This design comes from an exercise in tuning for small area, a short achievable clock period and few clock cycles per item on the open sky130 flow, not from production work.
The RTL was checked by simulation tests, not by an equivalence proof against the original design.

old:
==> flow/design.v <==
`timescale 1ns / 1ps
module huffmandecode(
clk,
huffrst,
code,
hufftable,
symaddr,
symdata,
huffdata,
hufflength,
hufffinish
    );
input clk,huffrst;
input[15:0] code;
input[8*16-1:0] hufftable;
output reg[7:0] symaddr;    
input[7:0] symdata;         
output reg[7:0] huffdata;
output [7:0] hufflength;
output reg hufffinish;
reg [7:0] g;         
reg [7:0] ca;        
reg [1:0] w;         
reg [3:0] n;         
reg       h;         
reg       one;       
reg       hs;        
reg       fix;       
reg [4:0] hl;        
assign hufflength = {3'b000, hl};
wire [7:0] c1   = hufftable[7:0];
wire [7:0] c2   = hufftable[15:8];
wire       b1   = code[15];
wire       b2   = code[14];
wire       hit1 = (c1[7:1] != 7'd0) | (c1[0] & ~b1);
wire       g1   = b1 & ~c1[0];                            
wire       big  = (c1[7:1] != 7'd0) | (c2[7:2] != 6'd0);
wire [1:0] a2   = c1[0] ? {b2, ~b2} : {b1, b2};           
function [5:0] first_entry(input [5:0] x);
    reg [2:0] c, b, g, s, a;
    reg       h1, h2;
    begin
        c = {1'b0, x[4:3]};           
        b = x[2:0];                   
        h1 = x[5] & ~b[2];            
        g = {2'b00, b[2] & ~x[5]};    
        g = {g[1:0], b[1]};           
        h2 = c > g;
        g = g - c;                    
        s = {2'b00, x[5]} + c;        
        a = s + {g[1:0], b[0]};       
        if (h1)      first_entry = {3'd0, b[2], 2'd0};
        else if (h2) first_entry = {2'd0, x[5] ? {b[1], ~b[1]} : b[2:1], 2'd0};
        else         first_entry = {1'b0, a, g[1:0]};
    end
endfunction
function [64*6-1:0] first_table(input dummy);
    integer i;
    begin
        for (i = 0; i < 64; i = i + 1) first_table[6*i +: 6] = first_entry(i[5:0]);
    end
endfunction
localparam [64*6-1:0] FIRST = first_table(1'b0);
wire [5:0] first = FIRST[6*{c1[0], c2[1:0], code[15:13]} +: 6];
wire [3:0] a0   = first[5:2];
wire [1:0] g2   = first[1:0];
wire       short = fix | hs;                        
wire [9:0] gn   = {1'b0, g, w[1]} - {2'b00, ca};    
wire       hit  = gn[9];                            
wire       dead = ~gn[9] & gn[8];                   
wire       nf   = ~short & ~h & ~hit & (dead | n == 4'd13);   
wire [14:0] sel = 15'd1 << n;                      
wire [7:0] grp [0:4];                               
wire [4:0] grpb;
genvar gi;
generate for (gi = 0; gi < 5; gi = gi + 1) begin : fg
    assign grp[gi] = (hufftable[8*(3*gi+3) +: 8] & {8{sel[3*gi]}})
                   | (hufftable[8*(3*gi+4) +: 8] & {8{sel[3*gi+1]}})
                   | (gi < 4 ? hufftable[8*(3*gi+5) +: 8] & {8{sel[3*gi+2]}} : 8'd0);
    assign grpb[gi] = (code[11-3*gi] & sel[3*gi])
                    | (gi < 4 ? code[10-3*gi] & sel[3*gi+1] : 1'b0)
                    | (gi < 4 ? code[9-3*gi] & sel[3*gi+2] : 1'b0);
end endgenerate
wire [7:0] fetch_c = grp[0] | grp[1] | grp[2] | grp[3] | grp[4];    
wire       fetch_b = |grpb;                                           
always @(posedge clk) begin
    one   <= hit1;
    hs    <= (c1[0] & ~b1) | (c2[1:0] > {g1, b2});
    fix   <= big;
    if (~huffrst) begin
        g  <= {6'd0, g2};
        symaddr <= {4'd0, a0};
        ca <= hufftable[23:16];
        w  <= code[13:12];
    end else begin
        g  <= gn[7:0];
        symaddr <= fix & (n == 4'd0) ? {6'd0, one ? {1'b0, b1} : a2} : symaddr + gn[7:0] + {7'd0, w[0]};
        ca <= fetch_c;
        w  <= {w[0], fetch_b};
    end
    if (~hufffinish) begin
        huffdata <= h ? symdata : 8'hff;
        hl <= ~h ? 5'd0 : one ? 5'd1 : short ? 5'd2 : {1'b0, n} + 5'd2;
    end
end
always @(posedge clk or negedge huffrst) begin
    if (~huffrst) begin
        hufffinish <= 1'b0;
        h <= 1'b0;
        n <= 4'd0;
    end else begin
        if (h | nf)
            hufffinish <= 1'b1;
        h <= short ? ~fix | (n == 4'd1) : hit;
        n <= n + 4'd1;
    end
end
endmodule
==> flow/config.mk <==
export PLATFORM = sky130hd
export DESIGN_NAME = huffmandecode
export DESIGN_NICKNAME = huffmandecode
export VERILOG_FILES = /design/flow/design.v
export SDC_FILE = /design/flow/constraint.sdc
export NUM_CORES = 8
export LEC_CHECK = 0
export CAP_MARGIN = 20
export CORE_MARGIN = 2
export CORE_UTILIZATION = 40
export SLEW_MARGIN = 20
export TNS_END_PERCENT = 5
==> flow/constraint.sdc <==
create_clock -name core_clock -period 11.0 [get_ports {clk}]
set_input_delay 2.2000 -clock core_clock [delete_from_list [all_inputs] [get_ports {clk}]]
set_output_delay 2.2000 -clock core_clock [all_outputs]
set_load 0.01 [all_outputs]
standard.sh (not shown) runs the stock make flow with config.mk's settings and CLKGATE_MAP_FILE= SYNTH_SCRIPT=/design/flow/synth_recipe.tcl, a recipe that flattens the netlist after the stock synthesis.
==> flow/flow/run.sh <==
#!/bin/bash
# The standard layout (standard.sh) with three changes: synthesis maps with
# ABC on flow/abc.script (flow/synth.tcl), the ports get plain buf_1 buffers,
# and repair_timing aims below the clock period (setup margin).
set -euo pipefail
W=$(pwd)
export BUFFER_PORTS_ARGS="-buffer_cell sky130_fd_sc_hd__buf_1"
export SETUP_SLACK_MARGIN=7.4
export FLOW_ABC_SCRIPT=$W/flow/abc.script
sed "s#SYNTH_SCRIPT=[^ ]*#SYNTH_SCRIPT=$W/flow/synth.tcl#" standard.sh > synth_step.sh
bash synth_step.sh synth > synth.log 2>&1
bash standard.sh > standard.log 2>&1
==> flow/flow/abc.script <==
strash
dch -f
amap
strash
dch -f
amap
topo
stime -c
buffer -c
upsize -c
dnsize -c
==> flow/flow/synth.tcl <==
# The standard flow's synthesis script (synth_recipe.tcl), with ABC run on flow/abc.script
# (area-oriented mapping) instead of ORFS's speed or area script.
proc synth {args} { yosys synth -nofsm -noshare {*}$args }
proc abc {args} {
  set i [lsearch -exact $args -script]
  if {$i >= 0} { lset args [expr {$i + 1}] $::env(FLOW_ABC_SCRIPT) }
  yosys abc {*}$args
}
source $::env(SCRIPTS_DIR)/synth.tcl
# left out here: clear keep_hierarchy, flatten, clean up, hide names made inside functions, write 1_2_yosys.v
Both conditions hold for old: the flow ran to the end and the final layout passed the timing, DRC and antenna checks.
Testbench counts of old, summed over its fixed seeds: cycles 9,412, items 2,048.
Inputs modified between old and new:
- changing TNS_END_PERCENT from 5 to 20
-- flow/flow/run.sh --
<<< old, line 7
export BUFFER_PORTS_ARGS="-buffer_cell sky130_fd_sc_hd__buf_1"
export SETUP_SLACK_MARGIN=7.4
export FLOW_ABC_SCRIPT=$W/flow/abc.script
>>> new, line 7
export BUFFER_PORTS_ARGS="-buffer_cell sky130_fd_sc_hd__buf_1"
export SETUP_SLACK_MARGIN=8.0
export FLOW_ABC_SCRIPT=$W/flow/abc.script
Results
Portion of the layout cell area used by clock cells up 0.60 points in new wrt old
Relative to old, the design area measured on new has increased by a few percent.
old and new ended up with roughly the same buffering overhead.

-- port drivers added, routing unchanged --
The results above use ideal ports. As a check the final layouts listed here were re-extracted and re-timed, cells and wires unchanged. Step 1 sets driving cells, clkbuf_16 on the clock port and buf_2 on the other inputs (assumed; they add their load-dependent delay and slew). Step 2, shift: input delay + t, output delay - t, t = (earliest + latest rising clock arrival at the registers) / 2. This alone moves slack from input paths to output paths. a / b / c = no drivers / after step 1 / after step 2; a / b = the first two.
run	t (ns)	setup slack, ns	hold slack, ns	slew at the worst register clock pin (ns)	cell pins on the clock port's net
old	0.320	7.608 / 7.612 / 7.292	0.514 / 0.514 / 0.514	0.09 / 0.09	1
new	0.330	7.826 / 7.821 / 7.491	0.511 / 0.511 / 0.511	0.09 / 0.09	1
After both steps every run listed still meets setup and hold. For new, which loses most, drivers alone change the setup slack by -0.005 ns; drivers and shift together by -0.335 ns.
